This design comes from an exercise in tuning for small area, a short achievable clock period and few clock cycles on the open sky130 flow, not from production work. At most, simulation tests tie the RTL to the original design; equivalence was not proved. Function not checked in runs 1 to 4 and 7: the RTL went through the layout flow alone. Power figures rest on the tool's default switching activity, not on a simulated workload.

==> design/flow/design.v <==
module cache(
    clk,
    proc_reset,
    proc_read,
    proc_write,
    proc_addr,
    proc_rdata,
    proc_wdata,
    proc_stall,
    mem_read,
    mem_write,
    mem_addr,
    mem_rdata,
    mem_wdata,
    mem_ready
);
    input          clk;
    input          proc_reset;
    input          proc_read, proc_write;
    input   [29:0] proc_addr;   
    input   [31:0] proc_wdata;
    output         proc_stall;
    output  [31:0] proc_rdata;
    input  [127:0] mem_rdata;
    input          mem_ready;
    output         mem_read, mem_write;
    output  [27:0] mem_addr;
    output [127:0] mem_wdata;
    reg [127:0] block0 [0:3];
    reg [127:0] block1 [0:3];
    reg [25:0]  tag0 [0:3];
    reg [25:0]  tag1 [0:3];
    reg [3:0]   valid0, valid1;
    reg [3:0]   dirty0, dirty1;
    reg [3:0]   mru;                
    reg s_wb, s_rd, s_done;
    reg hit_r, way_r;               
    reg [31:0]  rdata_r;
    reg [27:0]  maddr_r;
    reg [127:0] mwdata_r;
    wire s_idle = ~(s_wb | s_rd | s_done);
    wire [25:0] tag_t  = proc_addr[29:4];
    wire [1:0]  index  = proc_addr[3:2];
    wire [1:0]  offset = proc_addr[1:0];
    wire        req    = proc_read | proc_write;
    wire [3:0] eq0, eq1;
    genvar s;
    generate
        for (s = 0; s < 4; s = s + 1) begin : g_cmp
            assign eq0[s] = valid0[s] && (tag0[s] == tag_t);
            assign eq1[s] = valid1[s] && (tag1[s] == tag_t);
        end
    endgenerate
    wire hit0 = eq0[index];
    wire hit1 = eq1[index];
    wire hit  = hit0 | hit1;
    wire [127:0] blk0_i = block0[index];
    wire [127:0] blk1_i = block1[index];
    wire [3:0]  vdirty_s;
    wire [25:0] vtag_s [0:3];
    generate
        for (s = 0; s < 4; s = s + 1) begin : g_vic
            assign vdirty_s[s] = mru[s] ? (valid0[s] & dirty0[s]) : (valid1[s] & dirty1[s]);
            assign vtag_s[s]   = mru[s] ? tag0[s] : tag1[s];
        end
    endgenerate
    wire        victim    = ~mru[index];           
    wire        vic_dirty = vdirty_s[index];
    wire [25:0] vtag_i    = vtag_s[index];
    wire fill = s_rd & mem_ready;
    assign proc_stall = ~s_done;
    assign proc_rdata = rdata_r;
    assign mem_write  = s_wb;
    assign mem_read   = s_rd;
    assign mem_addr   = maddr_r;
    assign mem_wdata  = mwdata_r;
    wire look = s_idle & req;
    always @(posedge clk) begin
        if (proc_reset) begin
            s_wb   <= 1'b0;
            s_rd   <= 1'b0;
            s_done <= 1'b0;
        end else begin
            s_wb   <= s_wb ? ~mem_ready : (look & ~hit & vic_dirty);
            s_rd   <= s_rd ? ~mem_ready : ((look & ~hit & ~vic_dirty) | (s_wb & mem_ready));
            s_done <= (look & hit) | fill;
        end
    end
    always @(posedge clk) begin
        hit_r <= s_idle & hit;
        way_r <= s_rd ? victim : hit1;
    end
    wire [31:0] rd0 = blk0_i[offset*32 +: 32];
    wire [31:0] rd1 = blk1_i[offset*32 +: 32];
    wire [31:0] rdm = mem_rdata[offset*32 +: 32];
    wire [31:0] cand0 = s_rd ? rdm : rd0;
    wire [31:0] cand1 = s_rd ? rdm : rd1;
    always @(posedge clk) begin
        rdata_r  <= hit0 ? cand0 : cand1;
        maddr_r  <= ((s_idle & vic_dirty) | (s_wb & ~mem_ready))
                    ? {vtag_i, index} : proc_addr[29:2];
        mwdata_r <= victim ? blk1_i : blk0_i;
    end
    wire wr_done = s_done & proc_write;
    integer i;
    always @(posedge clk) begin
        if (proc_reset) begin
            valid0 <= 4'd0;
            valid1 <= 4'd0;
            dirty0 <= 4'd0;
            dirty1 <= 4'd0;
            mru    <= 4'd0;
        end else begin
            for (i = 0; i < 4; i = i + 1) begin
                if (index == i) begin
                    if (s_done & hit_r) mru[i] <= way_r;
                    else if (fill) mru[i] <= ~mru[i];
                    if (fill) begin
                        if (~mru[i]) begin
                            valid1[i] <= 1'b1;
                            dirty1[i] <= 1'b0;
                        end else begin
                            valid0[i] <= 1'b1;
                            dirty0[i] <= 1'b0;
                        end
                    end else if (wr_done) begin
                        if (~way_r) dirty0[i] <= 1'b1;
                        if ( way_r) dirty1[i] <= 1'b1;
                    end
                end
            end
        end
    end
    wire [127:0] wdata = s_rd ? mem_rdata : {4{proc_wdata}};
    integer j, w;
    always @(posedge clk) begin
        for (j = 0; j < 4; j = j + 1) begin
            if (index == j) begin
                if (fill &  mru[j]) tag0[j] <= tag_t;
                if (fill & ~mru[j]) tag1[j] <= tag_t;
                for (w = 0; w < 4; w = w + 1) begin
                    if ((fill &  mru[j]) | (wr_done & ~way_r & (offset == w)))
                        block0[j][w*32 +: 32] <= wdata[w*32 +: 32];
                    if ((fill & ~mru[j]) | (wr_done &  way_r & (offset == w)))
                        block1[j][w*32 +: 32] <= wdata[w*32 +: 32];
                end
            end
        end
    end
endmodule
==> design/flow/flow/run.sh <==
#!/bin/bash
# The standard layout, with plain buf_2 cells as the port buffers instead of
# the delay cells buffer_ports picks by default.
set -euo pipefail
export BUFFER_PORTS_ARGS="-buffer_cell sky130_fd_sc_hd__buf_2"
bash standard.sh finish > orfs_make.log 2>&1
==> design/flow/standard.sh <==
#!/bin/bash
# synth_recipe.tcl (not shown) runs the flow's synth.tcl, then flattens the netlist and writes it again
# the make line also repeats each setting of config.mk as NAME=value (left out here)
make -C /OpenROAD-flow-scripts/flow DESIGN_CONFIG=/design/flow/config.mk WORK_HOME=/design/flow/orfs CLKGATE_MAP_FILE= SYNTH_SCRIPT=/design/flow/synth_recipe.tcl "${@:-finish}"
==> design/flow/config.mk <==
export PLATFORM = sky130hd
export DESIGN_NAME = cache
export DESIGN_NICKNAME = cache
export VERILOG_FILES = /design/flow/design.v
export SDC_FILE = /design/flow/constraint.sdc
export NUM_CORES = 4
export LEC_CHECK = 0
export CAP_MARGIN = 20
export CORE_MARGIN = 2
export CORE_UTILIZATION = 40
export CTS_CLUSTER_DIAMETER = 90
export CTS_CLUSTER_SIZE = 22
export SETUP_SLACK_MARGIN = 3.4
export SLEW_MARGIN = 20
==> design/flow/constraint.sdc <==
create_clock -name core_clock -period 6.0 [get_ports {clk}]
set_input_delay 1.2000 -clock core_clock [delete_from_list [all_inputs] [get_ports {clk}]]
set_output_delay 1.2000 -clock core_clock [all_outputs]
set_load 0.01 [all_outputs]
==> out/metrics.csv, run 1 <==
stage,metric,value,unit
route,viasPerCell,5.97,
placement,gp_congestion,1.01,
route,drt_iter0_drc,4429,
global_route,grt_max_degree,93,
critical_path,cp_top_family,simple AND/OR/NAND/NOR gates,
yosys,ys_seq_area_frac,0.702,
power,p_int,14.9,mW
global_route,grt_overflow,0,
die,core_region_area,146000,um2
sta,slew_viol_final,0,
clock_tree,root_buffer,clkbuf_16,
route,ant_nets,0,
die,rows,140,
placement,dpl.hpwl,122000,um
finish,stdcell_count,5858,
placement,dp.cells,5604,
sta,final.setup.tns,0,ns
yosys,syn_avg_cell_area,17.1,um2
die,die-area,150000,um2
clock_tree,clock-sinks,1445,
die,io_pins,386,
global_route,grt_usage,0.257,
yosys,synth.area.top_cells,"edfxtp_1, mux4_2, dfxtp_1",
finish,layout_common_cells,"edfxtp_1, nand2_1, buf_2",
global_route,grt_pass1_wl,270000,um
global_route,first_global_vias,33900,
global_route,antenna_found_initial,11,
finish,area_growth,16.0,%
sta,worst_slew_pin_slew,1.10,ns
sta,post-route-period-util,0.455,
yosys,synth_area,58800,um2
clock_tree,insertion_delay,0.73,ns
critical_path,max_stage_delay,0.53,ns
critical_path,crit_slowest_cell,or4_4,
sta,slew_headroom,0.268,
placement,dpl_cell_area,63500,um2
sta,timing.hold.ws,0.484,ns
clock_tree,clockBufferDepth,3,
critical_path,cp-start-kind,input pin,
power,p_sw,5.24,mW
sta,hold_viol_final,0,
finish,drive_gt1_frac,0.315,
clock_tree,cts_tree,yes,
critical_path,path_buf_inv,3,
finish,fin_nets,4069,
route,drc_errors,0,
critical_path,path_class,in -> reg,
sta,max_freq,366,MHz
route,num_vias,35000,
die,die_w,387,um
finish,finalInstanceArea,68200,um2
yosys,synth_edf_count,1232,
sta,setup_viol,0,
yosys,synth_cell_types,47,
route,drt_wl_total,197000,um
power,p_comb_frac,0.130,
critical_path,cp_data_required_time,6.61,ns
critical_path,endpoint_kind,flop,
sta,rsz0062_at_grt,yes,
yosys,ys_async_sr_fraction,0,
critical_path,arrival,3.34,ns
route,wl_per_cell,33.6,um
power,power_density,296,nW/um2
clock_tree,h-tree-depth,3,
die,die_h,387,um
yosys,netlist_instances,3445,
clock_tree,cts_buffers,77,
yosys,ys_warn_count,5,
yosys,yosysTopAreaCellShare,0.630,
power,p_sw_frac,0.260,
yosys,yosysTopAreaCell,edfxtp_1,
finish,fin_util,0.468,
power,power.share.clock,0.294,
sta,min_period,2.73,ns
job,maxCapViolCount,0,
finish,fillers,12400,
die,initial_utilization,0.403,
sta,skew,0.0358,ns
yosys,ys_seq_elements,1445,
placement,numPortBuffers,385,
yosys,synthFlopType,edfxtp_1,
power,p_leak,22.7,nW
route,first_pass_iters,6,
finish,mostFrequentLayoutCell,edfxtp_1,
clock_tree,clkTransAtPathRegs,0.09,ns
power,ir_drop,0.200,mV
outcome,outcome,"complete, no violations",
critical_path,critPathMaxFanout,6,
power,power_frac_seq,0.577,
critical_path,path_cells,buf_16 -> xor2_2 -> or4_4 -> or4_4 -> o22ai_4 -> buf_12 -> buf_16 -> mux2i_1 -> o211ai_1,
min_path,hold_class,reg -> reg,
[synth_stat cells (2+ instances only)]
| cell type | n |
|---|---|
| nand4_1 | 19 |
| or3_1 | 7 |
| a21o_1 | 2 |
| o22ai_1 | 86 |
| inv_1 | 12 |
| mux4_2 | 290 |
| buf_6 | 9 |
| o21bai_1 | 3 |
| o21ai_0 | 50 |
| and3_1 | 3 |
| a22o_1 | 65 |
| a221oi_1 | 64 |
| nand3b_1 | 3 |
| nand2_1 | 385 |
| and2_1 | 2 |
| nand2b_1 | 5 |
| nor2b_1 | 6 |
| buf_2 | 51 |
| mux2_2 | 129 |
| dfxtp_1 | 213 |
| buf_1 | 27 |
| xor2_1 | 196 |
| xnor2_1 | 12 |
| or4_1 | 2 |
| mux2i_1 | 107 |
| a211oi_2 | 30 |
| a21oi_1 | 18 |
| nor4_1 | 82 |
| nor2_1 | 118 |
| clkbuf_1 | 128 |
| nor3_1 | 52 |
| nand3_1 | 19 |
| edfxtp_1 | 1232 |
| nor4b_1 | 4 |
| nand4b_1 | 2 |
[kinds of logic (layout without fill, tap and decap cells)]
kind of cell	after synthesis	after routing	share of synthesized area
buffers and inverters	228	714	0.0169
AND/OR/NAND/NOR	712	717	0.0533
other	0	3	0
flip-flops	1445	1445	0.702
multiplexers	526	528	0.154
XOR/XNOR	208	208	0.0310
AO/OA/AOI/OAI	326	326	0.0425
[power groups by stage]
stage | clock network, mW | registers, mW | logic (mW)
floorplan | 0 | 11.9 | 1.33
global placement | 0 | 11.9 | 2.33
detailed placement | 0 | 11.9 | 2.37
CTS | 6.01 | 11.6 | 2.56
global route | 6.33 | 11.6 | 2.73
finish | 5.92 | 11.6 | 2.61
[worst register-to-register path: cells and delay by family, from the launching register on]
| kind | cells | cell delay, ns |
|---|---|---|
| simple gates | 2 | 0.97 |
| buf+inv | 2 | 0.42 |
| flops | 1 | 0.51 |
| mux | 1 | 0.20 |
| xor+xnor | 1 | 0.23 |
| compound gates | 2 | 0.28 |
[routing by layer]
metal,part of all wire,track usage,up-vias
li1,-,-,14500
met1,0.39,0.344,18200
met2,0.47,0.416,2020
met3,0.098,0.0542,328
met4,0.040,0.0910,6
met5,0.00023,0,-
[registers in the layout (all words and copies together), names as in the netlist]
name	cells
block0	512
block1	512
dirty0	4
dirty1	4
hit_r	1
maddr_r	28
mru	4
mwdata_r	128
rdata_r	32
s_done	1
s_rd	1
s_wb	1
tag0	104
tag1	104
valid0	4
valid1	4
way_r	1
[stage by stage]
step | worst slack, ns | power [mW]
after floorplan | 2.88 | 13.2
after global placement | 1.40 | 14.2
after detailed placement | 1.33 | 14.2
after CTS | 3.30 | 20.2
after global routing | 3.25 | 20.7
final | 3.27 | 20.2
[worst paths after layout]
| check | startpoint | endpoint | slack, ns | cells past startpoint |
|---|---|---|---|---|
| hold reg to reg | dirty0[1] | dirty0[1] | 0.48 | 2 |
| hold / removal | dirty0[1] | dirty0[1] | 0.48 | 2 |
| setup / recovery | proc_addr[10] | rdata_r[30] | 3.27 | 9 |
| setup reg to reg | tag0[1][6] | rdata_r[30] | 3.28 | 8 |
[what timing repair did]
| action | CTS | global route |
|---|---|---|
| gates cloned | 28 | 2 |
| pin swaps | 32 | 15 |
| endpoints found under the setup margin | 1602 | 406 |
| resized for setup | 160 | 45 |
| setup buffers | 59 | 19 |
| hold buffers | 0 | 0 |
[cell type report]
class / instances / area, um2 / area share
repair inverters: 5 / 37.5 / 0.000550
multi-input cells: 1779 / 17600 / 0.259
well taps: 1917 / 2400 / 0.0352
repair buffers: 554 / 4380 / 0.0642
inverters: 12 / 80.1 / 0.00117
clock inverters: 9 / 146 / 0.00215
diodes: 3 / 7.51 / 0.000110
flip-flops and latches: 1445 / 41300 / 0.605
clock buffers: 134 / 2210 / 0.0325
==> run 2: changes to the inputs <==
==> design/flow/flow/run.sh (replaced) <==
#!/bin/bash
# The standard layout, with plain buf_2 cells as the port buffers instead of
# the delay cells buffer_ports picks by default, and without the timing
# repair before placement (the synthesis buffers are removed instead).
set -euo pipefail
export BUFFER_PORTS_ARGS="-buffer_cell sky130_fd_sc_hd__buf_2"
bash standard.sh REMOVE_ABC_BUFFERS=1 finish > orfs_make.log 2>&1
--- a/design/flow/config.mk
+++ b/design/flow/config.mk
@@ -10,4 +10,4 @@
 export CORE_UTILIZATION = 40
-export CTS_CLUSTER_DIAMETER = 90
-export CTS_CLUSTER_SIZE = 22
+export CTS_CLUSTER_DIAMETER = 80
+export CTS_CLUSTER_SIZE = 20
 export SETUP_SLACK_MARGIN = 3.4
==> out/metrics.csv, run 2 <==
stage,metric,value,unit,change
finish,drive_gt1_frac,0.331,,+0.0159
finish,area_growth,18.0,%,
yosys,synthFlopType,edfxtp_1,,
sta,min_period,2.73,ns,+0.00114 ns
die,die-area,150000,um2,unchanged
sta,setup_ws,3.27,ns,-0.00114 ns
power,p_leak,23.2,nW,+1.9%
critical_path,critPathMaxFanout,7,,+1
die,initial_utilization,0.403,,unchanged
power,power.share.clock,0.313,,+0.019
finish,fin_util,0.476,,+0.00786
die,die_h,387,um,unchanged
clock_tree,h-tree-depth,3,,unchanged
global_route,grt_usage,0.255,,-0.00143
outcome,outcome,"complete, no violations",,
clock_tree,cts_buffers,89,,+16%
yosys,yosysTopAreaCell,edfxtp_1,,
critical_path,cp_data_required_time,6.66,ns,+0.05 ns
global_route,grt_pass1_wl,270000,um,about the same
die,die_w,387,um,unchanged
critical_path,cp-start-kind,input pin,,
clock_tree,insertion_delay,0.74,ns,about the same
placement,dpl.hpwl,122000,um,about the same
route,ant_nets,0,,unchanged
global_route,first_global_vias,34400,,+1.5%
yosys,synth_area,58800,um2,unchanged
clock_tree,ctsHoldBuffers,0,,unchanged
placement,pre_cts_slack,1.57,ns,+0.248 ns
route,wl_per_cell,33.4,um,-0.46%
sta,max_freq,366,MHz,about the same
global_route,antenna_found_initial,19,,+8
sta,post-route-period-util,0.455,,about the same
power,p_sw,5.36,mW,+2.3%
power,total_power,20.7,mW,+3.0%
power,p_sw_frac,0.258,,-0.00173
min_path,hold_class,reg -> reg,,
critical_path,path_class,in -> reg,,
yosys,synth.most_common_cell,edfxtp_1,,
clock_tree,clkTransAtPathRegs,0.08,ns,about the same
yosys,netlist_instances,3445,,unchanged
placement,numPortBuffers,385,,unchanged
yosys,ys_async_sr_fraction,0,,unchanged
finish,stdcell_count,5912,,+0.92%
finish,fin_nets,4108,,+0.96%
sta,final.setup.tns,0,ns,unchanged
critical_path,endpoint_kind,flop,,
critical_path,crit_path_start,proc_addr[16],,
die,core_region_area,146000,um2,unchanged
yosys,ys_seq_area_frac,0.702,,unchanged
clock_tree,clockBufferDepth,3,,unchanged
yosys,ys_warn_count,5,,unchanged
yosys,synth.area.top_cells,"edfxtp_1, mux4_2, dfxtp_1",,
finish,reg_top3,"block0 (512), block1 (512), mwdata_r (128)",,
yosys,yosysTopAreaCellShare,0.630,,unchanged
finish,finalInstanceArea,69300,um2,+1.7%
power,power_frac_seq,0.561,,-0.016
placement,dp.cells,5615,,+0.20%
route,num_vias,35300,,+0.95%
finish,fillers,12300,,-0.85%
finish,multiInputGateArea,17800,um2,+1.1%
route,viasPerCell,5.97,,about the same
finish,final-seq-area,41300,um2,about the same
power,power_density,299,nW/um2,+1.3%
power,p_comb_frac,0.126,,-0.004
route,drt_iter0_drc,4610,,+4.1%
clock_tree,root_buffer,clkbuf_16,,
yosys,ys_seq_elements,1445,,unchanged
route,first_pass_iters,5,,-1
sta,slew_viol_final,0,,unchanged
route,drt_wl_total,197000,um,+0.46%
yosys,synth_commonest_cells,"edfxtp_1, nand2_1, mux4_2, dfxtp_1, xor2_1",,
global_route,grt_max_degree,82,,-12%
job,maxCapViolCount,0,,unchanged
clock_tree,cts_tree,yes,,
global_route,grt_overflow,0,,unchanged
sta,rsz0062_at_grt,yes,,
sta,slew_headroom,0.336,,+0.0679
finish,mostFrequentLayoutCell,edfxtp_1,,
finish,layout_common_cells,"edfxtp_1, nand2_1, buf_2",,
sta,timing.hold.ws,0.481,ns,-0.00313 ns
yosys,synth_edf_count,1232,,unchanged
route,drc_errors,0,,unchanged
yosys,syn_avg_cell_area,17.1,um2,unchanged
die,io_pins,386,,unchanged
die,rows,140,,unchanged
yosys,synth_cell_types,47,,unchanged
sta,setup_viol,0,,unchanged
sta,skew,0.0756,ns,+0.0398 ns
critical_path,worstReg2RegStart,tag0[1][12],,
sta,worst_slew_pin_slew,0.996,ns,-0.102 ns
critical_path,arrival,3.39,ns,+0.05 ns
power,ir_drop,0.225,mV,+13%
placement,gp_congestion,1.03,,+1.9%
min_path,hp-start,dirty0[3],,
sta,hold_viol_final,0,,unchanged
clock_tree,clock-sinks,1445,,unchanged
power,p_int,15.4,mW,+3.2%
placement,dpl_cell_area,63400,um2,-0.18%
-- run 2: worst max-delay path, stage by stage --
cell,delay (ns)
buf_16,0.11
xor2_4,0.18
or4_4,0.53
or4_4,0.44
o22ai_4,0.13
buf_12,0.20
buf_12,0.14
buf_16,0.14
o22ai_1,0.08
a211oi_2,0.21
-- run 2: layout make-up --
class / count / share of cell area
sequential: 1445 / 0.596
multi-input combinational: 1778 / 0.257
timing repair buffer: 587 / 0.0707
clock buffer: 142 / 0.0359
tap: 1917 / 0.0346
clock inverter: 26 / 0.00502
inverter: 12 / 0.000920
antenna: 5 / 0.000180
-- run 2: worst paths after layout --
| path | end | slack, ns | cells past startpoint |
|---|---|---|---|
| setup / recovery | rdata_r[0] | 3.27 | 10 |
| hold / removal | dirty0[3] | 0.48 | 2 |
| setup reg to reg | rdata_r[0] | 3.36 | 9 |
| hold reg to reg | dirty0[3] | 0.48 | 2 |
-- run 2: cell families after synthesis --
family | count (synthesis) | synth area share
muxes | 526 | 0.154
AOI/OAI and AO/OA | 326 | 0.0425
DFF | 1445 | 0.702
and+or+nand+nor | 712 | 0.0533
xor gates and xnor gates | 208 | 0.0310
buffers and inverters | 228 | 0.0169
-- run 2: repair_timing --
action | in CTS | in global routing
cloned | 17 | 9
setup buffers | 58 | 40
endpoints found under the setup margin | 1414 | 568
resized for setup | 223 | 100
pin swaps | 57 | 13
-- run 2: power by group through the flow --
stage               combinational, mW  sequential [mW]  clock [mW]
global route                     2.75             11.7        6.92
CTS                              2.52             11.6        6.58
floorplan                        1.09             11.9           0
finish                           2.61             11.6        6.50
global placement                 2.31             11.9           0
detailed placement               2.35             11.9           0
-- run 2: routing by layer --
layer / track usage / share of wire / up-vias / wire length (um)
met5: 0 / 0.00047 / - / 93
met4: 0.0733 / 0.030 / 14 / 6000
met3: 0.0541 / 0.095 / 316 / 18800
met2: 0.415 / 0.48 / 1902 / 94000
met1: 0.347 / 0.40 / 18500 / 78600
li1: - / - / 14600 / -
==> run 3: changes to the inputs <==
--- a/design/flow/design.v
+++ b/design/flow/design.v
@@ -35,3 +35,3 @@
     reg [3:0]   mru;                
-    reg s_wb, s_rd, s_done;
+    reg s_wb, s_rd, s_done, s_fix;
     reg hit_r, way_r;               
@@ -40,3 +40,3 @@
     reg [127:0] mwdata_r;
-    wire s_idle = ~(s_wb | s_rd | s_done);
+    wire s_idle = ~(s_wb | s_rd | s_done | s_fix);
     wire [25:0] tag_t  = proc_addr[29:4];
@@ -77,2 +77,4 @@
     wire look = s_idle & req;
+    wire mru_i    = mru[index];
+    wire lru_read = proc_read & (hit1 ^ mru_i);
     always @(posedge clk) begin
@@ -82,2 +84,3 @@
             s_done <= 1'b0;
+            s_fix  <= 1'b0;
         end else begin
@@ -85,3 +88,4 @@
             s_rd   <= s_rd ? ~mem_ready : ((look & ~hit & ~vic_dirty) | (s_wb & mem_ready));
-            s_done <= (look & hit) | fill;
+            s_done <= (look & hit & ~lru_read) | s_fix | fill;
+            s_fix  <= look & hit & lru_read;
         end
@@ -89,3 +93,3 @@
     always @(posedge clk) begin
-        hit_r <= s_idle & hit;
+        hit_r <= (s_idle | s_fix) & hit;
         way_r <= s_rd ? victim : hit1;
@@ -95,6 +99,5 @@
     wire [31:0] rdm = mem_rdata[offset*32 +: 32];
-    wire [31:0] cand0 = s_rd ? rdm : rd0;
-    wire [31:0] cand1 = s_rd ? rdm : rd1;
+    wire        rsel  = s_fix ? way_r : mru_i;
     always @(posedge clk) begin
-        rdata_r  <= hit0 ? cand0 : cand1;
+        rdata_r  <= s_rd ? rdm : (rsel ? rd1 : rd0);
         maddr_r  <= ((s_idle & vic_dirty) | (s_wb & ~mem_ready))
==> design/flow/flow/run.sh (replaced) <==
#!/bin/bash
# The standard layout, with plain buf_2 cells as the port buffers instead of
# the delay cells buffer_ports picks by default.
set -euo pipefail
export BUFFER_PORTS_ARGS="-buffer_cell sky130_fd_sc_hd__buf_2"
bash standard.sh finish > orfs_make.log 2>&1
--- a/design/flow/config.mk
+++ b/design/flow/config.mk
@@ -10,4 +10,4 @@
 export CORE_UTILIZATION = 40
-export CTS_CLUSTER_DIAMETER = 80
-export CTS_CLUSTER_SIZE = 20
+export CTS_CLUSTER_DIAMETER = 90
+export CTS_CLUSTER_SIZE = 22
 export SETUP_SLACK_MARGIN = 3.4
==> out/metrics.csv, run 3 <==
stage,metric,value,unit,change
yosys,synthFlopType,edfxtp_1,,
yosys,ys_warn_count,5,,unchanged
global_route,antenna_found_initial,26,,+7
critical_path,cp_data_required_time,6.60,ns,-0.06 ns
global_route,grt_usage,0.258,,+0.00244
yosys,ys_seq_area_frac,0.701,,-0.000794
yosys,synth_edf_count,1232,,unchanged
yosys,synth.most_common_cell,edfxtp_1,,
finish,fin_nets,3909,,-4.8%
finish,fillers,12300,,+0.16%
sta,setup_viol,0,,unchanged
critical_path,worstReg2RegStart,mru[3],,
route,first_pass_iters,6,,+1
finish,reg_top3,"block0 (512), block1 (512), mwdata_r (128)",,
global_route,first_global_vias,32100,,-6.5%
global_route,grt_pass1_wl,269000,um,-0.32%
sta,worst_slew_pin_slew,1.13,ns,+0.135 ns
sta,post-route-period-util,0.552,,+0.0968
power,p_leak,23.1,nW,-0.52%
yosys,synth_area,58900,um2,+0.16%
die,rows,140,,unchanged
clock_tree,clkTransAtPathRegs,0.09,ns,about the same
clock_tree,h-tree-depth,3,,unchanged
finish,drive_gt1_frac,0.353,,+0.0214
min_path,hp-start,dirty0[2],,
yosys,synth_commonest_cells,"edfxtp_1, mux4_2, nand2_1, dfxtp_1, xor2_1",,
sta,hold_viol_final,0,,unchanged
global_route,grt_max_degree,117,,+43%
sta,setup_ws,2.69,ns,-0.581 ns
critical_path,cp-start-kind,input pin,,
yosys,yosysTopAreaCellShare,0.629,,-0.00102
clock_tree,ctsHoldBuffers,0,,unchanged
clock_tree,clockBufferDepth,3,,unchanged
die,die_h,388,um,about the same
clock_tree,insertion_delay,0.71,ns,-0.03 ns
job,maxCapViolCount,0,,unchanged
placement,pre_cts_slack,1.21,ns,-0.367 ns
clock_tree,cts_buffers,78,,-12%
die,core_region_area,146000,um2,+0.12%
route,drt_wl_total,199000,um,+0.62%
sta,min_period,3.31,ns,+0.581 ns
placement,dpl.hpwl,123000,um,+0.74%
placement,gp_congestion,0.941,,-8.5%
route,drc_errors,0,,unchanged
yosys,syn_avg_cell_area,17.9,um2,+5.2%
route,wl_per_cell,34.9,um,+4.3%
min_path,hold_class,reg -> reg,,
sta,rsz0062_at_grt,yes,,
finish,area_growth,16.2,%,
sta,final.setup.tns,0,ns,unchanged
power,ir_drop,0.214,mV,-4.8%
power,total_power,19.7,mW,-5.2%
critical_path,arrival,3.91,ns,+0.52 ns
critical_path,path_class,in -> reg,,
clock_tree,cts_tree,yes,,
placement,numPortBuffers,385,,unchanged
yosys,ys_seq_elements,1446,,+0.069%
route,ant_nets,0,,unchanged
sta,max_freq,302,MHz,-18%
die,initial_utilization,0.403,,about the same
yosys,netlist_instances,3279,,-4.8%
clock_tree,clock-sinks,1446,,+0.069%
sta,skew,0.0551,ns,-0.0205 ns
critical_path,critPathMaxFanout,22,,+15
die,die_w,388,um,about the same
yosys,synth_cell_types,36,,-23%
sta,slew_headroom,0.241,,-0.0944
min_path,whs_endpoint,dirty0[2],,
finish,layout_common_cells,"edfxtp_1, buf_2, mux4_2",,
critical_path,reg2reg_to,rdata_r[13],,
sta,timing.hold.ws,0.484,ns,+0.00328 ns
route,drt_iter0_drc,4848,,+5.2%
finish,mostFrequentLayoutCell,edfxtp_1,,
die,die-area,150000,um2,+0.16%
global_route,grt_overflow,0,,unchanged
route,viasPerCell,5.88,,-1.4%
outcome,outcome,"complete, no violations",,
yosys,synth.area.top_cells,"edfxtp_1, mux4_2, dfxtp_1",,
critical_path,endpoint_kind,flop,,
critical_path,reg2reg_setup_slack,2.86,ns,-0.50 ns
sta,slew_viol_final,0,,unchanged
route,num_vias,33600,,-4.9%
yosys,ys_async_sr_fraction,0,,unchanged
power,power_density,288,nW/um2,-3.9%
critical_path,reg2regPathDepth,8,,-1
die,io_pins,386,,unchanged
yosys,yosysTopAreaCell,edfxtp_1,,
min_path,whs_path_depth,2,,unchanged
clock_tree,root_buffer,clkbuf_16,,
==> run 3: cell types whose count changed in the layout (fill, tap and decap cells not counted), moves of 30 or more <==
cell,change
mux2_1,+48
a221oi_1,-47
nor2_1,-37
a211oi_2,-31
mux4_2,+30
mux2_4,+86
buf_4,-46
nand2_1,-107
a22o_1,-64
==> run 3: what timing repair did <==
item	CTS	global route
resized for setup	148	87
endpoints found under the setup margin	1962	206
cloned	27	6
pin swaps	15	12
buffers inserted	56	14
==> run 3: per-stage QoR <==
stage,utilization,std cells,instance area (um2)
after floorplan,-,3279,59800
after global placement,0.436,5447,63600
after detailed placement,0.436,5448,63600
after CTS,0.465,5676,67800
after global routing,0.469,5698,68400
final,0.469,5702,68400
==> run 3: worst max-delay path: stages <==
cell and delay, ns:
buf_16 0.21, mux4_4 0.49, mux2i_4 0.23, buf_12 0.21, buf_12 0.16, buf_16 0.16, mux2_4 0.31, mux4_2 0.55
mux2_4 0.30
==> run 3: cell type report <==
type	count	area (um2)	share of cell area
clock inverter	12	179	0.00262
tap	1917	2400	0.0351
multi-input combinational	1629	17800	0.261
clock buffer	133	2190	0.0320
inverter	14	82.6	0.00121
timing repair buffer	540	4350	0.0636
antenna	6	15.0	0.000219
timing repair inverter	5	35.0	0.000512
sequential	1446	41300	0.604
==> run 3: kinds of logic (layout without fill, tap and decap cells) <==
logic type	count (synthesis)	count (layout)	synth area share
AOI/OAI and AO/OA	136	137	0.0131
xor gates and xnor gates	209	209	0.0311
buffers and inverters	208	704	0.0147
and+or+nand+nor	565	568	0.0436
muxes	715	715	0.196
other	0	6	0
DFF	1446	1446	0.701
==> run 3: how the worst max path moves through the flow <==
stage | start | to | slack (ns) | depth (start not counted)
finish | proc_addr[3] | rdata_r[13] | 2.69 | 9
global route | proc_addr[2] | rdata_r[21] | 2.73 | 10
global placement | proc_addr[3] | rdata_r[6] | 1.24 | 7
floorplan | proc_addr[2] | rdata_r[0] | 2.50 | 8
CTS | proc_addr[2] | rdata_r[13] | 2.77 | 9
detailed placement | proc_addr[3] | rdata_r[29] | 1.21 | 7
==> run 3: per-layer routing <==
layer  track usage  routed length (um)  vias up
li1              -                   -    13700
met1         0.350               78300    17700
met2         0.413               94000     1778
met3        0.0506               18000      272
met4        0.0965                8350       20
met5             0                 116        -
==> run 3: power breakdown <==
group          switching, mW  leakage, nW  internal, mW
sequential             0.166         12.9          11.3
combinational           1.46         9.00         0.825
clock                   3.34         1.13          2.57
==> run 4: changes to the inputs <==
--- a/design/flow/config.mk
+++ b/design/flow/config.mk
@@ -10,4 +10,4 @@
 export CORE_UTILIZATION = 40
-export CTS_CLUSTER_DIAMETER = 90
-export CTS_CLUSTER_SIZE = 22
+export CTS_CLUSTER_DIAMETER = 80
+export CTS_CLUSTER_SIZE = 20
 export SETUP_SLACK_MARGIN = 3.4
==> out/metrics.csv, run 4 <==
stage,metric,value,unit,change
outcome,outcome,"complete, no violations",,
finish,fin_nets,3917,,+0.20%
die,io_pins,386,,unchanged
clock_tree,ctsHoldBuffers,0,,unchanged
yosys,syn_avg_cell_area,17.9,um2,unchanged
critical_path,cp_data_required_time,6.63,ns,+0.03 ns
yosys,synth.area.top_cells,"edfxtp_1, mux4_2, dfxtp_1",,
min_path,hold_class,reg -> reg,,
finish,reg_top3,"block0 (512), block1 (512), mwdata_r (128)",,
route,drt_iter0_drc,4309,,-11%
clock_tree,insertion_delay,0.73,ns,+0.02 ns
clock_tree,cts_tree,yes,,
yosys,netlist_instances,3279,,unchanged
finish,layout_common_cells,"edfxtp_1, buf_2, mux4_2",,
route,num_vias,33500,,-0.29%
global_route,grt_pass1_wl,269000,um,about the same
yosys,ys_seq_elements,1446,,unchanged
power,power.share.clock,0.325,,+0.025
yosys,ys_async_sr_fraction,0,,unchanged
critical_path,endpoint_kind,flop,,
yosys,synthFlopType,edfxtp_1,,
global_route,antenna_found_initial,21,,-19%
power,power_frac_seq,0.564,,-0.020
global_route,grt_overflow,0,,unchanged
route,wl_per_cell,34.6,um,-0.60%
yosys,ys_seq_area_frac,0.701,,unchanged
power,p_comb_frac,0.111,,-0.005
power,p_sw,5.10,mW,+2.7%
critical_path,cp-start-kind,input pin,,
finish,fin_util,0.471,,+0.00228
yosys,yosysTopAreaCell,edfxtp_1,,
placement,dp.cells,5448,,unchanged
finish,finalInstanceArea,68700,um2,+0.49%
global_route,first_global_vias,32300,,+0.48%
clock_tree,clockBufferDepth,3,,unchanged
yosys,ys_warn_count,5,,unchanged
placement,numPortBuffers,385,,unchanged
critical_path,critPathMaxFanout,8,,-64%
yosys,synth_cell_types,36,,unchanged
critical_path,arrival,3.90,ns,about the same
clock_tree,h-tree-depth,3,,unchanged
sta,slew_viol_final,0,,unchanged
finish,mostFrequentLayoutCell,edfxtp_1,,
die,initial_utilization,0.403,,unchanged
clock_tree,clock-sinks,1446,,unchanged
power,total_power,20.4,mW,+3.6%
sta,slew_headroom,0.404,,+0.162
die,rows,140,,unchanged
sta,setup_viol,0,,unchanged
placement,gp_congestion,0.941,,unchanged
sta,max_freq,306,MHz,+1.3%
finish,stdcell_count,5722,,+0.35%
power,power_density,296,nW/um2,+3.1%
sta,min_period,3.27,ns,-0.0430 ns
die,die-area,150000,um2,unchanged
sta,hold_viol_final,0,,unchanged
sta,rsz0062_at_grt,yes,,
sta,timing.hold.ws,0.485,ns,+0.000754 ns
die,die_w,388,um,unchanged
yosys,synth_edf_count,1232,,unchanged
yosys,synth_area,58900,um2,unchanged
clock_tree,cts_buffers,90,,+15%
power,p_int,15.3,mW,+3.9%
route,viasPerCell,5.85,,-0.64%
yosys,synth_commonest_cells,"edfxtp_1, mux4_2, nand2_1, dfxtp_1, xor2_1",,
yosys,yosysTopAreaCellShare,0.629,,unchanged
sta,worst_slew_pin_slew,0.894,ns,-0.238 ns
route,drt_wl_total,198000,um,-0.25%
sta,final.setup.tns,0,ns,unchanged
placement,pre_cts_slack,1.21,ns,unchanged
sta,setup_ws,2.73,ns,+0.0430 ns
die,core_region_area,146000,um2,unchanged
route,first_pass_iters,6,,unchanged
sta,post-route-period-util,0.545,,-0.00717
finish,area_growth,16.8,%,
placement,dpl.hpwl,123000,um,unchanged
finish,drive_gt1_frac,0.354,,+0.00167
sta,skew,0.0521,ns,-0.00303 ns
clock_tree,root_buffer,clkbuf_16,,
placement,dpl_cell_area,63600,um2,unchanged
power,p_leak,23.1,nW,+0.37%
power,p_sw_frac,0.250,,-0.00225
route,ant_nets,0,,unchanged
yosys,synth.most_common_cell,edfxtp_1,,
global_route,grt_usage,0.258,,+0.000338
job,maxCapViolCount,0,,unchanged
route,drc_errors,0,,unchanged
power,ir_drop,0.234,mV,+9.1%
die,die_h,388,um,unchanged
clock_tree,clkTransAtPathRegs,0.09,ns,about the same
global_route,grt_max_degree,117,,unchanged
critical_path,path_class,in -> reg,,
-- run 4: cell counts after synthesis --
Identical to the previous run, type by type.
-- run 4: path summary, 6_finish.rpt --
check	from	end	slack [ns]	depth (start not counted)
worst min-delay path	dirty0[0]	dirty0[0]	0.49	2
worst min register to register	dirty0[0]	dirty0[0]	0.49	2
worst max register to register	mru[3]	rdata_r[30]	2.89	8
worst max-delay path	proc_addr[2]	rdata_r[30]	2.73	9
-- run 4: critical path: stages --
cell and delay, ns:
buf_16 0.09, mux4_4 0.65, mux2i_4 0.23, buf_12 0.24
buf_12 0.16, clkbuf_16 0.19, mux2_1 0.33, mux4_2 0.50
mux2_2 0.29
-- run 4: cells by family after synthesis --
logic type / count (synthesis) / share of synthesized area
AO/OA/AOI/OAI: 136 / 0.0131
XOR/XNOR: 209 / 0.0311
buffers and inverters: 208 / 0.0147
flip-flops: 1446 / 0.701
multiplexers: 715 / 0.196
AND/OR/NAND/NOR: 565 / 0.0436
-- run 4: area by class of cell --
class,instances,area (um2)
diodes,10,25.0
clock buffers,140,2520
clock inverters,25,377
fillers,12300,77200
inverters,14,82.6
multi-input cells,1629,17700
flip-flops and latches,1446,41300
well taps,1917,2400
repair buffers,535,4200
repair inverters,6,45.0
-- run 4: power by group through the flow --
stage          Combinational, mW  Clock (mW)  Sequential, mW
2_1_floorplan               1.10           0            11.7
3_3_place_gp                2.00           0            11.7
3_5_place_dp                2.02           0            11.7
4_1_cts                     2.22        6.74            11.5
5_1_grt                     2.36        7.05            11.5
6_report                    2.26        6.63            11.5
-- run 4: timing repair --
| item | in CTS | in global routing |
|---|---|---|
| gates cloned | 24 | 7 |
| gates resized for setup | 161 | 69 |
| setup endpoints to repair | 1913 | 344 |
| setup buffers | 57 | 11 |
| pin swaps | 16 | 8 |
-- run 4: per-layer routing --
metal | vias up | wire length, um | GRT usage | part of all wire
li1 | 13800 | - | - | -
met1 | 17700 | 77700 | 0.348 | 0.39
met2 | 1681 | 94600 | 0.417 | 0.48
met3 | 264 | 18000 | 0.0526 | 0.091
met4 | 14 | 7890 | 0.0932 | 0.040
met5 | - | 95 | 0 | 0.00048
==> run 5: changes to the inputs <==
--- a/design/flow/design.v
+++ b/design/flow/design.v
@@ -96,5 +96,6 @@
     end
-    wire [31:0] rd0 = blk0_i[offset*32 +: 32];
-    wire [31:0] rd1 = blk1_i[offset*32 +: 32];
-    wire [31:0] rdm = mem_rdata[offset*32 +: 32];
+    wire [31:0] rd0, rd1, rdm;
+    cache_word u_word0 (.blk(blk0_i),    .offset(offset), .word(rd0));
+    cache_word u_word1 (.blk(blk1_i),    .offset(offset), .word(rd1));
+    cache_word u_wordm (.blk(mem_rdata), .offset(offset), .word(rdm));
     wire        rsel  = s_fix ? way_r : mru_i;
@@ -153 +154,8 @@
 endmodule
+module cache_word (
+    input  [127:0] blk,
+    input    [1:0] offset,
+    output  [31:0] word
+);
+    assign word = blk[offset*32 +: 32];
+endmodule
--- a/design/flow/config.mk
+++ b/design/flow/config.mk
@@ -10,5 +10,7 @@
 export CORE_UTILIZATION = 40
-export CTS_CLUSTER_DIAMETER = 80
-export CTS_CLUSTER_SIZE = 20
-export SETUP_SLACK_MARGIN = 3.4
+export CTS_CLUSTER_DIAMETER = 90
+export CTS_CLUSTER_SIZE = 22
+export SETUP_SLACK_MARGIN = 3.5
 export SLEW_MARGIN = 20
+export SYNTH_HIERARCHICAL = 1
+export SYNTH_MINIMUM_KEEP_SIZE = 0
==> out/metrics.csv, run 5 <==
stage,metric,value,unit,change
placement,dp.cells,5404,,-0.81%
clock_tree,cts_buffers,78,,-13%
placement,numPortBuffers,385,,unchanged
sta,slew_headroom,0.363,,-0.0408
clock_tree,clockBufferDepth,3,,unchanged
critical_path,crit_path_start,proc_addr[2],,
finish,final-seq-area,41300,um2,about the same
sta,post-route-period-util,0.442,,-0.103
route,first_pass_iters,6,,unchanged
finish,reg_top3,"block0 (512), block1 (512), mwdata_r (128)",,
job,maxCapViolCount,0,,unchanged
outcome,outcome,"complete, no violations",,
min_path,hold_class,reg -> reg,,
yosys,syn_avg_cell_area,18.2,um2,+1.2%
sta,final.setup.tns,0,ns,unchanged
yosys,ys_seq_area_frac,0.704,,+0.00220
route,wl_per_cell,32.1,um,-7.5%
sta,skew,0.0501,ns,-0.00201 ns
finish,stdcell_count,5678,,-0.77%
yosys,synthFlopType,edfxtp_1,,
clock_tree,h-tree-depth,3,,unchanged
sta,slew_viol_final,0,,unchanged
clock_tree,clkTransAtPathRegs,0.10,ns,about the same
route,viasPerCell,5.83,,-0.30%
die,io_pins,386,,unchanged
sta,hold_viol_final,0,,unchanged
die,initial_utilization,0.403,,about the same
critical_path,critPathMaxFanout,14,,+6
yosys,ys_seq_elements,1446,,unchanged
yosys,yosysTopAreaCell,edfxtp_1,,
placement,pre_cts_slack,1.66,ns,+0.455 ns
route,drt_wl_total,182000,um,-8.2%
sta,min_period,2.65,ns,-0.619 ns
placement,dpl_cell_area,63000,um2,-0.91%
yosys,synth_edf_count,1232,,unchanged
finish,layout_common_cells,"edfxtp_1, mux4_2, buf_2",,
sta,setup_ws,3.35,ns,+0.619 ns
critical_path,endpoint_kind,flop,,
critical_path,cp_data_required_time,6.21,ns,-0.42 ns
yosys,synth_cell_types,47,,+31%
finish,fin_util,0.468,,-0.00282
yosys,synth_area,58700,um2,-0.31%
global_route,grt_max_degree,96,,-18%
yosys,ys_warn_count,11,,+6
clock_tree,clock-sinks,1446,,unchanged
critical_path,cp-start-kind,input pin,,
placement,gp_congestion,0.893,,-5.2%
die,die_h,387,um,-0.15%
sta,worst_slew_pin_slew,0.956,ns,+0.0614 ns
die,rows,140,,unchanged
power,power_density,286,nW/um2,-3.7%
finish,fin_nets,3888,,-0.74%
critical_path,reg2reg_to,rdata_r[17],,
critical_path,arrival,2.86,ns,-1.04 ns
finish,area_growth,16.2,%,
critical_path,reg2regPathDepth,8,,unchanged
finish,multiInputGateArea,17000,um2,-3.9%
critical_path,worstReg2RegStart,mru[2],,
critical_path,reg2reg_setup_slack,3.47,ns,+0.58 ns
route,drt_iter0_drc,4711,,+9.3%
finish,mostFrequentLayoutCell,edfxtp_1,,
global_route,grt_pass1_wl,251000,um,-6.7%
sta,setup_viol,0,,unchanged
sta,max_freq,377,MHz,+23%
finish,drive_gt1_frac,0.338,,-0.0160
finish,fillers,12200,,-0.47%
yosys,synth.area.top_cells,"edfxtp_1, mux4_2, dfxtp_1",,
global_route,first_global_vias,32400,,+0.25%
clock_tree,root_buffer,clkbuf_16,,
yosys,yosysTopAreaCellShare,0.631,,+0.00197
die,core_region_area,146000,um2,-0.24%
finish,finalInstanceArea,68200,um2,-0.84%
placement,dpl.hpwl,108000,um,-13%
critical_path,path_class,in -> reg,,
route,drc_errors,0,,unchanged
sta,rsz0062_at_grt,yes,,
power,ir_drop,0.221,mV,-5.7%
route,ant_nets,0,,unchanged
yosys,synth.most_common_cell,edfxtp_1,,
die,die_w,387,um,-0.15%
min_path,whs_path_depth,2,,unchanged
min_path,hp-start,dirty0[0],,
die,die-area,150000,um2,-0.31%
power,p_leak,22.8,nW,-1.7%
global_route,antenna_found_initial,10,,-52%
clock_tree,insertion_delay,0.72,ns,about the same
min_path,whs_endpoint,dirty0[0],,
global_route,grt_overflow,0,,unchanged
yosys,synth_commonest_cells,"edfxtp_1, mux4_2, nand2_1, dfxtp_1, xor2_1",,
yosys,ys_async_sr_fraction,0,,unchanged
global_route,grt_usage,0.238,,-0.0206
route,num_vias,33100,,-1.1%
yosys,netlist_instances,3231,,-1.5%
clock_tree,cts_tree,yes,,
[run 5: modules after synthesis, one instance, submodules excluded]
module,area [um2],cells,times used
cache_word,815,39,3
cache,56200,3114,1
[run 5: through the flow]
| stage | hold WS [ns] | power (mW) |
|---|---|---|
| 2_1_floorplan | 0.439 | 12.8 |
| 3_3_place_gp | 0.456 | 13.5 |
| 3_5_place_dp | 0.470 | 13.5 |
| 4_1_cts | 0.484 | 19.5 |
| 5_1_grt | 0.507 | 20.0 |
| 6_report | 0.494 | 19.5 |
[run 5: cell families (layout without fill, tap and decap cells)]
| kind of cell | Yosys count | after routing | synth area share |
|---|---|---|---|
| DFF | 1446 | 1446 | 0.704 |
| muxes | 619 | 619 | 0.184 |
| and+or+nand+nor | 592 | 592 | 0.0458 |
| xor gates and xnor gates | 209 | 209 | 0.0313 |
| buffers and inverters | 204 | 731 | 0.0189 |
| AOI/OAI and AO/OA | 161 | 162 | 0.0159 |
| other | 0 | 2 | 0 |
[run 5: final cells by class]
type | instances | area share
Clock buffer | 136 | 0.0328
Timing Repair Buffer | 564 | 0.0713
Clock inverter | 10 | 0.00237
Multi-Input combinational cell | 1582 | 0.250
Tap cell | 1917 | 0.0352
Timing Repair inverter | 8 | 0.000844
Antenna cell | 2 | 0.0000734
Sequential cell | 1446 | 0.606
Inverter | 13 | 0.00119
[run 5: worst max-delay path: stages]
cell and delay (ns):
buf_16 0.13, buf_16 0.15, buf_4 0.14, nand2b_4 0.20, or3_4 0.30, clkinvlp_2 0.71
[run 5: how the worst max path moves through the flow]
stage	endpoint	depth (start not counted)	slack [ns]
after floorplan	tag0[3][0]	6	2.99
after global placement	block1[1][36]	5	1.69
final	tag1[1][22]	6	3.35
after detailed placement	block1[1][44]	5	1.66
after global routing	rdata_r[19]	9	3.32
after CTS	rdata_r[25]	9	3.35
[run 5: power by group]
group / internal [mW] / total (mW) / leakage [nW] / switching (mW)
registers: 11.3 / 11.4 / 12.9 / 0.0942
clock network: 2.61 / 5.93 / 1.14 / 3.32
logic: 0.785 / 2.14 / 8.67 / 1.35
total: 14.7 / 19.5 / 22.8 / 4.76
[run 5: what timing repair did]
action | 4_1_cts | 5_1_grt
resized for setup | 154 | 71
hold buffers | 0 | 0
pin swaps | 28 | 14
gates cloned | 33 | 5
endpoints found under the setup margin | 1487 | 517
buffers inserted | 66 | 22
[run 5: layer usage]
layer,share of wire,vias to the layer above,global-route usage
met5,0.00052,-,0
met3,0.10,231,0.0537
met4,0.026,14,0.0637
li1,-,13700,-
met1,0.41,17500,0.331
met2,0.47,1723,0.377
Testbench counts of run 5, summed over its fixed seeds: cycles 145,974.
==> run 6: changes to the inputs <==
--- a/design/flow/config.mk
+++ b/design/flow/config.mk
@@ -10,5 +10,5 @@
 export CORE_UTILIZATION = 40
-export CTS_CLUSTER_DIAMETER = 90
-export CTS_CLUSTER_SIZE = 22
-export SETUP_SLACK_MARGIN = 3.5
+export CTS_CLUSTER_DIAMETER = 80
+export CTS_CLUSTER_SIZE = 20
+export SETUP_SLACK_MARGIN = 3.4
 export SLEW_MARGIN = 20
==> out/metrics.csv, run 6 <==
stage,metric,value,unit,change
outcome,outcome,"complete, no violations",,
critical_path,reg2reg_setup_slack,3.47,ns,about the same
yosys,synth_edf_count,1232,,unchanged
placement,gp_congestion,0.866,,-3.0%
route,ant_nets,0,,unchanged
critical_path,cp_data_required_time,6.62,ns,+0.41 ns
yosys,synthFlopType,edfxtp_1,,
sta,setup_viol,0,,unchanged
finish,fin_nets,3847,,-1.1%
critical_path,max_stage_delay,0.60,ns,-0.11 ns
die,die_h,387,um,unchanged
critical_path,cp_num_cells,7,,+1
clock_tree,insertion_delay,0.73,ns,about the same
yosys,netlist_instances,3231,,unchanged
finish,fillers,12300,,+0.17%
critical_path,cp_top_family,multiplexers,,
critical_path,crit_slowest_cell,mux4_2,,
global_route,first_global_vias,31900,,-1.5%
sta,hold_viol_final,0,,unchanged
route,wirelength_met1,70800,um,-4.2%
yosys,yosysTopAreaCellShare,0.631,,unchanged
job,maxCapViolCount,0,,unchanged
critical_path,cp-start-kind,input pin,,
power,p_leak,22.6,nW,-0.85%
finish,area_growth,15.1,%,
sta,setup_ws,3.34,ns,-0.00567 ns
clock_tree,clkTransAtPathRegs,0.08,ns,-0.02 ns
power,ir_drop,0.217,mV,-1.8%
min_path,whs_path_depth,2,,unchanged
die,die-area,150000,um2,unchanged
global_route,grt_overflow,0,,unchanged
route,drt_wl_total,175000,um,-4.1%
sta,final.setup.tns,0,ns,unchanged
clock_tree,h-tree-depth,3,,unchanged
critical_path,critPathMaxFanout,28,,+14
die,core_region_area,146000,um2,unchanged
finish,drive_gt1_frac,0.327,,-0.0115
sta,timing.hold.ws,0.488,ns,-0.00609 ns
sta,max_freq,377,MHz,-0.21%
yosys,yosysTopAreaCell,edfxtp_1,,
critical_path,path_class,in -> reg,,
route,num_vias,32500,,-1.8%
yosys,synth_commonest_cells,"edfxtp_1, mux4_2, nand2_1, dfxtp_1, xor2_1",,
yosys,synth.area.top_cells,"edfxtp_1, mux4_2, dfxtp_1",,
clock_tree,root_buffer,clkbuf_16,,
global_route,grt_pass1_wl,243000,um,-3.4%
sta,min_period,2.66,ns,+0.00567 ns
yosys,ys_warn_count,11,,unchanged
route,wl_per_cell,30.9,um,-3.7%
sta,worst_slew_pin_slew,0.837,ns,-0.119 ns
route,first_pass_iters,6,,unchanged
route,drc_errors,0,,unchanged
finish,reg_top3,"block0 (512), block1 (512), mwdata_r (128)",,
placement,pre_cts_slack,1.76,ns,+0.102 ns
route,route.met2.wl,83200,um,-2.4%
die,initial_utilization,0.403,,unchanged
yosys,synth_area,58700,um2,unchanged
die,rows,140,,unchanged
route,highest_layer,met5,,
clock_tree,ctsHoldBuffers,0,,unchanged
critical_path,path_buf_inv,3,,-1
critical_path,arrival,3.27,ns,+0.41 ns
critical_path,path_cells,buf_16 -> buf_12 -> buf_16 -> mux4_2 -> mux4_2 -> mux2i_2 -> o21ai_1,,
finish,fin_util,0.464,,-0.00441
sta,slew_viol_final,0,,unchanged
power,power_density,298,nW/um2,+4.3%
die,io_pins,386,,unchanged
critical_path,endpoint_kind,flop,,
clock_tree,clock-sinks,1446,,unchanged
yosys,ys_async_sr_fraction,0,,unchanged
placement,dpl.hpwl,105000,um,-2.2%
yosys,synth.most_common_cell,edfxtp_1,,
yosys,ys_seq_area_frac,0.704,,unchanged
yosys,ys_seq_elements,1446,,unchanged
die,die_w,387,um,unchanged
sta,skew,0.0448,ns,-0.00525 ns
clock_tree,cts_tree,yes,,
global_route,antenna_found_initial,16,,+6
yosys,synth_cell_types,47,,unchanged
finish,layout_common_cells,"edfxtp_1, buf_2, mux4_2",,
placement,numPortBuffers,385,,unchanged
route,wl_met3,16000,um,-12%
min_path,hold_class,reg -> reg,,
sta,slew_headroom,0.442,,+0.0791
global_route,grt_max_degree,67,,-30%
sta,post-route-period-util,0.443,,+0.000945
route,drt_iter0_drc,3538,,-25%
sta,rsz0062_at_grt,yes,,
global_route,grt_usage,0.227,,-0.0102
finish,mostFrequentLayoutCell,edfxtp_1,,
critical_path,reg2regPathDepth,9,,+1
clock_tree,cts_buffers,91,,+17%
clock_tree,clockBufferDepth,3,,unchanged
route,viasPerCell,5.75,,-1.4%
yosys,syn_avg_cell_area,18.2,um2,unchanged
[run 6: what timing repair did]
| action | in CTS | in global routing |
|---|---|---|
| pin swaps | 20 | 4 |
| endpoints found under the setup margin | 1400 | 184 |
| buffers inserted | 40 | 7 |
| cloned | 17 | 7 |
| resized for setup | 91 | 31 |
[run 6: path summary, 6_finish.rpt]
kind,startpoint,end
worst max-delay path,proc_addr[2],rdata_r[1]
worst min-delay path,dirty0[0],dirty0[0]
worst max register to register,mru[2],rdata_r[3]
worst min register to register,dirty0[0],dirty0[0]
[run 6: per-stage QoR]
step	instance area, um2	std cells	total power, mW
floorplan	59600	3231	12.8
global placement	63000	5404	13.5
detailed placement	63000	5405	13.5
CTS	67200	5632	20.2
global route	67500	5646	20.7
finish	67500	5654	20.1
[run 6: area by class of cell]
| type | instances | area, um2 | share of cell area |
|---|---|---|---|
| clock buffer | 138 | 2580 | 0.0382 |
| tap | 1917 | 2400 | 0.0355 |
| timing repair inverter | 2 | 15.0 | 0.000222 |
| inverter | 13 | 78.8 | 0.00117 |
| antenna | 8 | 20.0 | 0.000296 |
| clock inverter | 32 | 379 | 0.00561 |
| sequential | 1446 | 41300 | 0.612 |
| multi-input combinational | 1584 | 16900 | 0.250 |
| timing repair buffer | 514 | 3850 | 0.0570 |
[run 6: cell families (layout without fill, tap and decap cells)]
logic type,after synthesis,count (layout),share of synthesized area
flops,1446,1446,0.704
mux,619,620,0.184
simple gates,592,594,0.0458
xor+xnor,209,209,0.0313
buf+inv,204,699,0.0189
compound gates,161,161,0.0159
other cells,0,8,0
[run 6: modules after synthesis (local to each module, per instance)]
| module | flops+latches | area, um2 |
|---|---|---|
| cache_word | 0 | 815 |
| cache | 1446 | 56200 |
[run 6: routing by layer]
layer  vias up  GRT usage
li1      13600          -
met1     17100      0.315
met2      1581      0.365
met3       234     0.0480
met4        16     0.0627
met5         -          0
[run 6: worst register-to-register path: stages (launching register included)]
cell and delay [ns]:
dfxtp_2 0.33, buf_8 0.23, mux4_4 0.69, buf_4 0.18, mux2i_4 0.17, buf_6 0.13
buf_12 0.15, buf_6 0.18, mux2i_2 0.27, o21ai_1 0.08
[run 6: report_power, final]
group | switching, mW | internal [mW]
Combinational | 1.31 | 0.740
Sequential | 0.0755 | 11.3
Clock | 3.51 | 3.17
==> run 7: changes to the inputs <==
--- a/design/flow/design.v
+++ b/design/flow/design.v
@@ -142,4 +142,4 @@
             if (index == j) begin
-                if (fill &  mru[j]) tag0[j] <= tag_t;
-                if (fill & ~mru[j]) tag1[j] <= tag_t;
+                if (fill &  mru[j]) tag0[j] <= maddr_r[27:2];
+                if (fill & ~mru[j]) tag1[j] <= maddr_r[27:2];
                 for (w = 0; w < 4; w = w + 1) begin
==> out/metrics.csv, run 7 <==
stage,metric,value,unit,change
placement,gp_congestion,0.903,,+4.3%
finish,fin_nets,3875,,+0.73%
global_route,grt_pass1_wl,248000,um,+2.2%
clock_tree,clkTransAtPathRegs,0.09,ns,about the same
yosys,ys_async_sr_fraction,0,,unchanged
yosys,ys_seq_elements,1446,,unchanged
sta,worst_slew_pin_slew,0.902,ns,+0.0654 ns
sta,rsz0062_at_grt,yes,,
route,drt_iter0_drc,4256,,+20%
yosys,ys_seq_area_frac,0.704,,unchanged
yosys,synth_cell_types,47,,unchanged
die,core_region_area,146000,um2,unchanged
clock_tree,cts_tree,yes,,
finish,reg_top3,"block0 (512), block1 (512), mwdata_r (128)",,
sta,hold_viol_final,0,,unchanged
finish,mostFrequentLayoutCell,edfxtp_1,,
critical_path,cp_data_required_time,6.65,ns,+0.03 ns
die,die-area,150000,um2,unchanged
route,viasPerCell,5.78,,+0.58%
sta,final.setup.tns,0,ns,unchanged
route,wl_per_cell,31.8,um,+2.9%
sta,max_freq,378,MHz,+0.27%
power,power.share.clock,0.323,,-0.009
finish,finalInstanceArea,67700,um2,+0.31%
route,ant_nets,0,,unchanged
placement,numPortBuffers,385,,unchanged
yosys,synthFlopType,edfxtp_1,,
finish,layout_common_cells,"edfxtp_1, buf_2, mux4_2",,
clock_tree,clock-sinks,1446,,unchanged
die,io_pins,386,,unchanged
yosys,synth.most_common_cell,edfxtp_1,,
clock_tree,clockBufferDepth,3,,unchanged
clock_tree,insertion_delay,0.74,ns,about the same
yosys,syn_avg_cell_area,18.2,um2,unchanged
sta,min_period,2.65,ns,-0.00717 ns
yosys,yosysTopAreaCell,edfxtp_1,,
critical_path,arrival,3.30,ns,+0.03 ns
min_path,whs_path_depth,2,,unchanged
route,first_pass_iters,5,,-1
power,p_sw_frac,0.244,,+0.000684
clock_tree,ctsHoldBuffers,0,,unchanged
die,initial_utilization,0.403,,unchanged
yosys,yosysTopAreaCellShare,0.631,,unchanged
global_route,first_global_vias,32100,,+0.78%
yosys,synth_commonest_cells,"edfxtp_1, mux4_2, nand2_1, dfxtp_1, xor2_1",,
clock_tree,cts_buffers,88,,-3.3%
sta,setup_viol,0,,unchanged
critical_path,path_class,in -> reg,,
global_route,grt_max_degree,62,,-7.5%
route,drc_errors,0,,unchanged
min_path,hold_class,reg -> reg,,
finish,fillers,12300,,+0.40%
placement,dpl_cell_area,63000,um2,about the same
sta,post-route-period-util,0.441,,-0.00120
yosys,ys_warn_count,11,,unchanged
yosys,synth.area.top_cells,"edfxtp_1, mux4_2, dfxtp_1",,
power,ir_drop,0.221,mV,+2.0%
power,p_comb_frac,0.104,,+0.002
clock_tree,root_buffer,clkbuf_16,,
die,rows,140,,unchanged
route,num_vias,32800,,+0.97%
die,die_h,387,um,unchanged
placement,pre_cts_slack,1.52,ns,-0.239 ns
job,maxCapViolCount,0,,unchanged
global_route,antenna_found_initial,24,,+8
critical_path,cp-start-kind,input pin,,
yosys,synth_edf_count,1232,,unchanged
global_route,grt_usage,0.234,,+0.00664
global_route,grt_overflow,0,,unchanged
die,die_w,387,um,unchanged
power,power_density,294,nW/um2,-1.2%
placement,dpl.hpwl,111000,um,+5.0%
outcome,outcome,"complete, no violations",,
sta,skew,0.0568,ns,+0.0120 ns
sta,slew_viol_final,0,,unchanged
critical_path,reg2regPathDepth,5,,-4
power,total_power,19.9,mW,-0.90%
yosys,synth_area,58700,um2,unchanged
critical_path,endpoint_kind,flop,,
finish,drive_gt1_frac,0.336,,+0.00910
power,p_sw,4.87,mW,-0.62%
yosys,netlist_instances,3231,,unchanged
power,p_int,15.1,mW,-0.99%
critical_path,critPathMaxFanout,9,,-68%
sta,timing.hold.ws,0.477,ns,-0.0105 ns
clock_tree,h-tree-depth,3,,unchanged
sta,slew_headroom,0.398,,-0.0436
power,p_leak,22.6,nW,+0.37%
finish,area_growth,15.5,%,
sta,setup_ws,3.35,ns,+0.00717 ns
route,drt_wl_total,180000,um,+3.3%
power,power_frac_seq,0.573,,+0.007
[run 7: cell counts after synthesis]
No cell type changed its count.
[run 7: kinds of logic (layout without fill, tap and decap cells)]
family                 after synthesis  after routing  synth area share
buffers and inverters              204            724            0.0189
AND/OR/NAND/NOR                    592            592            0.0458
other                                0              6                 0
XOR/XNOR                           209            209            0.0313
multiplexers                       619            620             0.184
flip-flops                        1446           1446             0.704
AO/OA/AOI/OAI                      161            162            0.0159
[run 7: metal layers]
metal | vias to the layer above | part of all wire | GRT usage
li1 | 13600 | - | -
met1 | 17300 | 0.41 | 0.320
met2 | 1586 | 0.47 | 0.369
met3 | 254 | 0.099 | 0.0623
met4 | 28 | 0.027 | 0.0667
met5 | - | 0.00099 | 0
[run 7: final timing paths]
kind                              startpoint             to  slack, ns
worst min-delay path               dirty0[0]      dirty0[0]       0.48
worst min register to register     dirty0[0]      dirty0[0]       0.48
worst max-delay path            proc_addr[9]         s_done       3.35
worst max register to register        mru[2]  mwdata_r[114]       3.40
[run 7: layout make-up]
type / count / area, um2 / area share
clock inverters: 18 / 254 / 0.00375
inverters: 13 / 78.8 / 0.00116
repair inverters: 7 / 52.6 / 0.000776
flip-flops and latches: 1446 / 41300 / 0.610
well taps: 1917 / 2400 / 0.0354
diodes: 6 / 15.0 / 0.000222
multi-input cells: 1583 / 16900 / 0.250
clock buffers: 145 / 2540 / 0.0374
repair buffers: 541 / 4120 / 0.0608
[run 7: worst max-delay path: stages]
cell and delay, ns:
buf_2 0.24, xor2_1 0.17, nor4_1 0.48, nand4_1 0.34, o22ai_1 0.32, nor4_4 0.10
o21a_1 0.21, a311oi_2 0.22
[run 7: repair_timing]
action | in CTS | in global routing
gates resized for setup | 117 | 27
pin swaps | 19 | 5
gates cloned | 21 | 8
buffers inserted | 64 | 9
endpoints found under the setup margin | 1591 | 139
[run 7: power groups by stage]
| stage | registers, mW | clock network [mW] | logic, mW |
|---|---|---|---|
| floorplan | 11.7 | 0 | 1.10 |
| global placement | 11.7 | 0 | 1.85 |
| detailed placement | 11.7 | 0 | 1.86 |
| CTS | 11.4 | 6.54 | 2.03 |
| global route | 11.4 | 6.90 | 2.19 |
| finish | 11.4 | 6.44 | 2.07 |
[run 7: modules after synthesis (local to each module, per instance)]
module,cell area (um2),cells,flops+latches
cache,56200,3114,1446
cache_word,815,39,0
[run 7: metrics by stage]
| step | cells | utilization |
|---|---|---|
| final | 5676 | 0.465 |
| after global routing | 5673 | 0.465 |
| after CTS | 5653 | 0.462 |
| after detailed placement | 5405 | 0.433 |
| after global placement | 5405 | 0.433 |
| after floorplan | 3231 | - |
==> run 8: changes to the inputs <==
--- a/design/flow/design.v
+++ b/design/flow/design.v
@@ -142,4 +142,4 @@
             if (index == j) begin
-                if (fill &  mru[j]) tag0[j] <= maddr_r[27:2];
-                if (fill & ~mru[j]) tag1[j] <= maddr_r[27:2];
+                if (fill &  mru[j]) tag0[j] <= tag_t;
+                if (fill & ~mru[j]) tag1[j] <= tag_t;
                 for (w = 0; w < 4; w = w + 1) begin
==> design/flow/flow/run.sh (replaced) <==
#!/bin/bash
# The standard layout, with plain buf_2 cells as the port buffers instead of
# the delay cells buffer_ports picks by default, and with timing repair free
# to resize a cell to any drive strength (not only to the same footprint).
set -euo pipefail
export BUFFER_PORTS_ARGS="-buffer_cell sky130_fd_sc_hd__buf_2"
bash standard.sh MATCH_CELL_FOOTPRINT=0 finish > orfs_make.log 2>&1
==> out/metrics.csv, run 8 <==
stage,metric,value,unit,change
clock_tree,root_buffer,clkbuf_16,,
critical_path,path_class,in -> reg,,
power,p_sw_frac,0.243,,-0.00120
placement,dpl.hpwl,106000,um,-4.1%
global_route,first_global_vias,32100,,+0.072%
critical_path,max_stage_delay,0.45,ns,-0.03 ns
global_route,antenna_found_initial,8,,-67%
power,p_leak,22.5,nW,-0.83%
power,ir_drop,0.258,mV,+17%
yosys,ys_async_sr_fraction,0,,unchanged
yosys,yosysTopAreaCell,edfxtp_1,,
die,initial_utilization,0.403,,unchanged
clock_tree,clkTransAtPathRegs,0.09,ns,about the same
power,p_int,15.0,mW,-0.75%
finish,layout_common_cells,"edfxtp_1, buf_2, mux4_2",,
clock_tree,cts_tree,yes,,
power,power_frac_seq,0.577,,+0.004
sta,slew_headroom,0.425,,+0.0267
yosys,synth_edf_count,1232,,unchanged
yosys,synth_area,58700,um2,unchanged
die,die-area,150000,um2,unchanged
power,p_sw,4.80,mW,-1.4%
die,core_region_area,146000,um2,unchanged
critical_path,path_cells,buf_2 -> xor2_1 -> nor4_1 -> nand4_1 -> o22ai_1 -> nor2_1 -> xnor2_2 -> a311oi_2,,
placement,dp.cells,5411,,+0.11%
route,num_vias,32500,,-1.0%
clock_tree,insertion_delay,0.72,ns,-0.02 ns
global_route,grt_max_degree,165,,+170%
outcome,outcome,"complete, no violations",,
die,rows,140,,unchanged
finish,reg_top3,"block0 (512), block1 (512), mwdata_r (128)",,
critical_path,cp_data_required_time,6.63,ns,-0.02 ns
critical_path,crit_slowest_cell,nor4_1,,
route,drc_errors,0,,unchanged
clock_tree,clockBufferDepth,3,,unchanged
yosys,synth_commonest_cells,"edfxtp_1, mux4_2, nand2_1, dfxtp_1, xor2_1",,
global_route,grt_overflow,0,,unchanged
sta,setup_ws,3.35,ns,-0.00132 ns
sta,slew_viol_final,0,,unchanged
clock_tree,h-tree-depth,3,,unchanged
critical_path,critPathMaxFanout,17,,+8
yosys,ys_seq_elements,1446,,unchanged
sta,skew,0.0382,ns,-0.0186 ns
sta,post-route-period-util,0.442,,about the same
finish,fin_util,0.462,,-0.00299
sta,setup_viol,0,,unchanged
yosys,synthFlopType,edfxtp_1,,
route,drt_iter0_drc,3563,,-16%
run 8: per-stage QoR:
stage | total power [mW] | cell area (um2)
after floorplan | 12.8 | 59600
after global placement | 13.5 | 63100
after detailed placement | 13.5 | 63100
after CTS | 19.9 | 66900
after global routing | 20.4 | 67300
final | 19.8 | 67300
run 8: per-module statistics from Yosys, one instance, submodules excluded:
module	flops+latches	times used	cells inside
cache_word	0	3	39
cache	1446	1	3114
run 8: critical path, delay by kind of cell:
family | cells | cell delay (ns)
AO/OA/AOI/OAI | 2 | 0.48
XOR/XNOR | 2 | 0.40
buffers and inverters | 1 | 0.37
AND/OR/NAND/NOR | 3 | 0.83
run 8: power by group through the flow:
| stage | combinational, mW | sequential (mW) | clock [mW] |
|---|---|---|---|
| after floorplan | 1.10 | 11.7 | 0 |
| after global placement | 1.86 | 11.6 | 0 |
| after detailed placement | 1.87 | 11.7 | 0 |
| after CTS | 1.98 | 11.4 | 6.48 |
| after global routing | 2.14 | 11.4 | 6.80 |
| final | 2.02 | 11.4 | 6.34 |
run 8: cells by family (layout without fill, tap and decap cells):
kind of cell    count (synthesis)  count (layout)  share of synthesized area
compound gates                161             163                     0.0159
other cells                     0               1                          0
mux                           619             619                      0.184
simple gates                  592             592                     0.0458
buf+inv                       204             699                     0.0189
xor+xnor                      209             209                     0.0313
flops                        1446            1446                      0.704
run 8: cell type report:
cell class | instances | area (um2)
fillers | 12300 | 78300
flip-flops and latches | 1446 | 41300
multi-input cells | 1583 | 16900
repair buffers | 519 | 3860
clock buffers | 141 | 2450
well taps | 1917 | 2400
clock inverters | 22 | 268
inverters | 13 | 78.8
repair inverters | 4 | 27.5
diodes | 1 | 2.50
run 8: metal layers:
layer  part of all wire  vias up  global-route usage  routed length, um
met2               0.47     1545               0.368              83000
met4              0.028       12              0.0648               4930
li1                   -    13600                   -                  -
met5            0.00045        -                   0                 80
met1               0.41    17100               0.316              71300
met3              0.094      228              0.0509              16600
run 8: path summary, 6_finish.rpt:
path | from | end | slack [ns] | depth (start not counted)
setup / recovery | proc_addr[17] | s_done | 3.35 | 8
hold / removal | dirty0[0] | dirty0[0] | 0.50 | 2
setup reg to reg | s_rd | block1[3][32] | 3.50 | 4
hold reg to reg | dirty0[0] | dirty0[0] | 0.50 | 2
run 8: timing repair:
action                                 in CTS  in global routing
gates cloned                               14                  7
setup endpoints to repair                1438                410
setup buffers                              39                 11
gates resized for setup                    84                 47
pin swaps                                  14                  5
endpoints found under the hold margin       0                  0
Testbench counts of run 8, summed over its fixed seeds: cycles 145,974.

Re-timed with assumed drivers on the ports (clkbuf_16 on the clock, buf_2 on other inputs), run 8 has 3.074 ns of setup slack against 3.350 ns with ideal ports, and 2.285 ns once port delays also move by the mid clock arrival of 0.789 ns.
